Background: an optimization exercise with open tools, aiming at small area. Do not read the settings as production practice.
RTL that was checked went through simulation tests only; none was proved equivalent to the original.
Power figures rest on the tool's default switching activity, not on a simulated workload.

wip/harbor:
// opl2
module opl2(
  clk,
  reset,
  opl2_we,
  opl2_data,
  opl2_adr,
  kon,
  channel_a,
  channel_b,
  sample_clk,
  sample_clk_128
  );
Size in the first run: roughly 8100 cells after synthesis, about 3000 flip-flops, roughly 100000 um2 of cells after synthesis.
clock: 15.0 ns
lec_check: 0
abc_area: 1
cap_margin: 20
core_margin: 2
core_utilization: 40
cts_buf_list: sky130_fd_sc_hd__clkbuf_16
cts_cluster_diameter: 100
cts_cluster_size: 24
slew_margin: 20
run.sh (not shown) runs the stock make flow with config.mk's settings and CLKGATE_MAP_FILE= SYNTH_SCRIPT=/design/flow/synth_recipe.tcl, a recipe that flattens the netlist after the stock synthesis.
wip/harbor completed every stage of the flow, and the final layout passed the timing, design-rule and antenna checks.
The inputs of wip/juniper differ from those of wip/harbor as listed below.
Settings: CORE_UTILIZATION now 60, was 40; CTS_CLUSTER_SIZE now 30, was 24; CTS_CLUSTER_DIAMETER now 80, was 100.
==> summary.txt <==
Higher share of the core filled with cells in the final layout among wip/juniper and wip/harbor: wip/juniper
Clock period minus final worst setup slack improves in wip/juniper relative to wip/harbor.
wip/juniper went all the way through synthesis, placement and routing and the layout is clean on timing, DRC and antenna.
Total power improves in wip/juniper relative to wip/harbor.
[inputs] wip/indigo vs wip/juniper
Settings: GPL_TIMING_DRIVEN now 0, previously not set; GPL_ROUTABILITY_DRIVEN now 0, previously not set; CORE_UTILIZATION now 40, was 60; CTS_CLUSTER_DIAMETER now 100, was 80; CTS_CLUSTER_SIZE now 24, was 30.
Results
Run comparison: wip/indigo startpoint of the worst setup timing path rpos[3]$_SDFF_PP0_; wip/juniper startpoint of the worst setup timing path rpos[0]$_SDFF_PP0_. Sort wip/juniper and wip/indigo by count of nets after finishing desc -> top: wip/indigo. Sum of internal, switching and leakage power: wip/indigo vs wip/juniper up 2.9%. wip/indigo vs. wip/juniper: switching power summed over all nets rose by 2.9%; number of gates resized after cts moved up; number of detailed-route iterations in the first pass rose 4; total placed instance area picked up an extra about 2.7%; reported combinational group power increased by about 3% relative to the old numbers. As of wip/indigo, number of well taps had risen by more than a quarter compared to wip/juniper. Clock-buffer cell count (lower): wip/juniper. When wip/indigo is set beside wip/juniper, its met3 track utilization from global routing turns out to be 0.41 points smaller. Share of final layout cell area taken by clock buffers and inverters, wip/juniper and wip/indigo: smaller value in wip/juniper.
The following lists how wip/yarrow was set up differently from wip/indigo:
Settings: CTS_CLUSTER_DIAMETER: 100 -> unset; GPL_ROUTABILITY_DRIVEN: 0 -> unset; CTS_BUF_LIST: sky130_fd_sc_hd__clkbuf_16 -> unset; GPL_TIMING_DRIVEN: 0 -> unset; CTS_CLUSTER_SIZE: 24 -> unset.
- Summary of wip/yarrow over wip/indigo: post-DP HPWL has decreased; total power divided by cell area has increased; area of placed instances has decreased; number of buffers other than clock buffers in the final layout has decreased.
- wip/yarrow went all the way through the flow, and no timing, DRC or antenna check failed.
- wip/indigo → wip/yarrow: sum of routed wire length over all layers went up, final cell count went up.
- Against wip/indigo, wip/yarrow reports a fraction of standard cell area in multi-input logic that is lower.
- Per the comparison of wip/yarrow with wip/indigo, final area grew by about 3%; first-pass GRT wire length grew by 3.3%; register-to-register slack grew by 230 ps.
- Number of cell instances on the worst register-to-register path in wip/yarrow is 1 higher than in wip/indigo


opl2, a different RTL version from the one above (not shown whole).
For scale: about 7,900 cells after synthesis, about 90,000 um^2 of cells after synthesis.
==> flow/config.mk <==
export PLATFORM = sky130hd
export DESIGN_NAME = opl2
export DESIGN_NICKNAME = opl2
export VERILOG_FILES = /design/flow/design.v
export SDC_FILE = /design/flow/constraint.sdc
export NUM_CORES = 8
export LEC_CHECK = 0
export ABC_AREA = 1
export CAP_MARGIN = 20
export CORE_MARGIN = 2
export CORE_UTILIZATION = 65
export CTS_BUF_LIST = sky130_fd_sc_hd__clkbuf_16
export CTS_CLUSTER_DIAMETER = 100
export CTS_CLUSTER_SIZE = 22
export PLACE_DENSITY = 0.75
export SLEW_MARGIN = 20
==> flow/constraint.sdc <==
create_clock -name core_clock -period 15.0 [get_ports {clk}]
set_input_delay 3.0000 -clock core_clock [delete_from_list [all_inputs] [get_ports {clk}]]
set_output_delay 3.0000 -clock core_clock [all_outputs]
set_load 0.01 [all_outputs]
standard.sh (not shown) runs the stock make flow with config.mk's settings and CLKGATE_MAP_FILE= SYNTH_SCRIPT=/design/flow/synth_recipe.tcl, a recipe that flattens the netlist after the stock synthesis.
==> flow/flow/run.sh <==
#!/bin/bash
# Layout flow: the standard synthesis, then the combinational logic of the
# synthesized netlist is remapped for area (the flip-flops are left exactly as
# the standard synthesis made them), then the standard layout steps.
set -euo pipefail
W=$PWD
R=$W/orfs/results/$FLOW_PLATFORM/opl2/base
LIB=$FLOW_HOME/platforms/$FLOW_PLATFORM/lib/sky130_fd_sc_hd__tt_025C_1v80.lib

bash standard.sh synth > $W/std_synth.log 2>&1

python3 $W/flow/splitlib.py $LIB $W/seq.lib $W/comb.lib > $W/splitlib.log 2>&1
cp $R/1_2_yosys.v $W/std_1_2_yosys.v
DU=""
for c in $(cat $W/flow/dont_use.txt); do DU="$DU -dont_use $c"; done
cat > $W/remap.ys <<EOS
read_liberty -lib $W/seq.lib
read_liberty -ignore_miss_func $W/comb.lib
read_verilog $W/std_1_2_yosys.v
hierarchy -top $FLOW_TOP
flatten
opt_clean
abc -script $W/flow/abc_area.scr -liberty $LIB $DU
opt_clean -purge
read_liberty -lib -ignore_redef $LIB
hilomap -singleton -hicell sky130_fd_sc_hd__conb_1 HI -locell sky130_fd_sc_hd__conb_1 LO
insbuf -buf sky130_fd_sc_hd__buf_4 A X
opt_clean -purge
tee -o $W/remap_stat.txt stat -liberty $LIB
check -assert -mapped
write_verilog -noattr -nohex -nodec $W/remap_1_2_yosys.v
EOS
yosys -s $W/remap.ys > $W/remap.log 2>&1
cp $W/remap_1_2_yosys.v $R/1_2_yosys.v
touch $R/1_2_yosys.v

bash standard.sh > $W/std_layout.log 2>&1
Other scripts of this flow, unchanged in this note and not shown: flow/flow/abc_area.scr, flow/flow/dont_use.txt, flow/flow/splitlib.py
The first run produced a clean layout.
Then changed:
Settings changed: CTS_CLUSTER_SIZE 22 to 26.
The new run ran to the end with no violations. Synthesized cell count does not change. Sequential share of layout area rises by 0.38 points. Critical path depth rises by 1. Cell count stays flat. Die area does not change. Total power falls by about 1.4%. Non-clock buffer count does not change. Final area falls by about 0.6%. Clock power falls by 7.1%. First-iteration DRC count rises by 0.47%.
Function was not checked in any run of this note: the RTL went through the layout flow alone.

-- separate check: timing with driven ports --
Ports are ideal in the flow. The routed layouts listed here were re-timed in OpenROAD.
Step 1 sets driving cells, clkbuf_16 on the clock port and buf_2 on the other inputs (assumed; they add their load-dependent delay and slew).
Step 2 times the ports against the registers' clock, not the clock port: input delays grow and output delays shrink by t, the midpoint of the rising clock arrivals with the driver on.
Slacks: ideal / step 1 / step 2; pairs: ideal / step 1.
| run | t, ns | setup WS [ns] | latest minus earliest clock arrival (ns) |
|---|---|---|---|
| wip/harbor | 0.952 | 1.167 / 1.167 / 1.167 | 0.065 / 0.064 |
| wip/juniper | 0.883 | 1.219 / 1.219 / 1.219 | 0.122 / 0.122 |
| wip/indigo | 0.929 | 0.951 / 0.951 / 0.951 | 0.080 / 0.080 |
| wip/yarrow | 1.018 | 1.177 / 1.177 / 1.177 | 0.098 / 0.097 |
| the first run of note 2 | 0.892 | 1.569 / 1.569 / 1.569 | 0.054 / 0.054 |
| the second run of note 2 | 0.879 | 1.511 / 1.511 / 1.511 | 0.045 / 0.045 |
After both steps setup and hold are still met in every run listed.
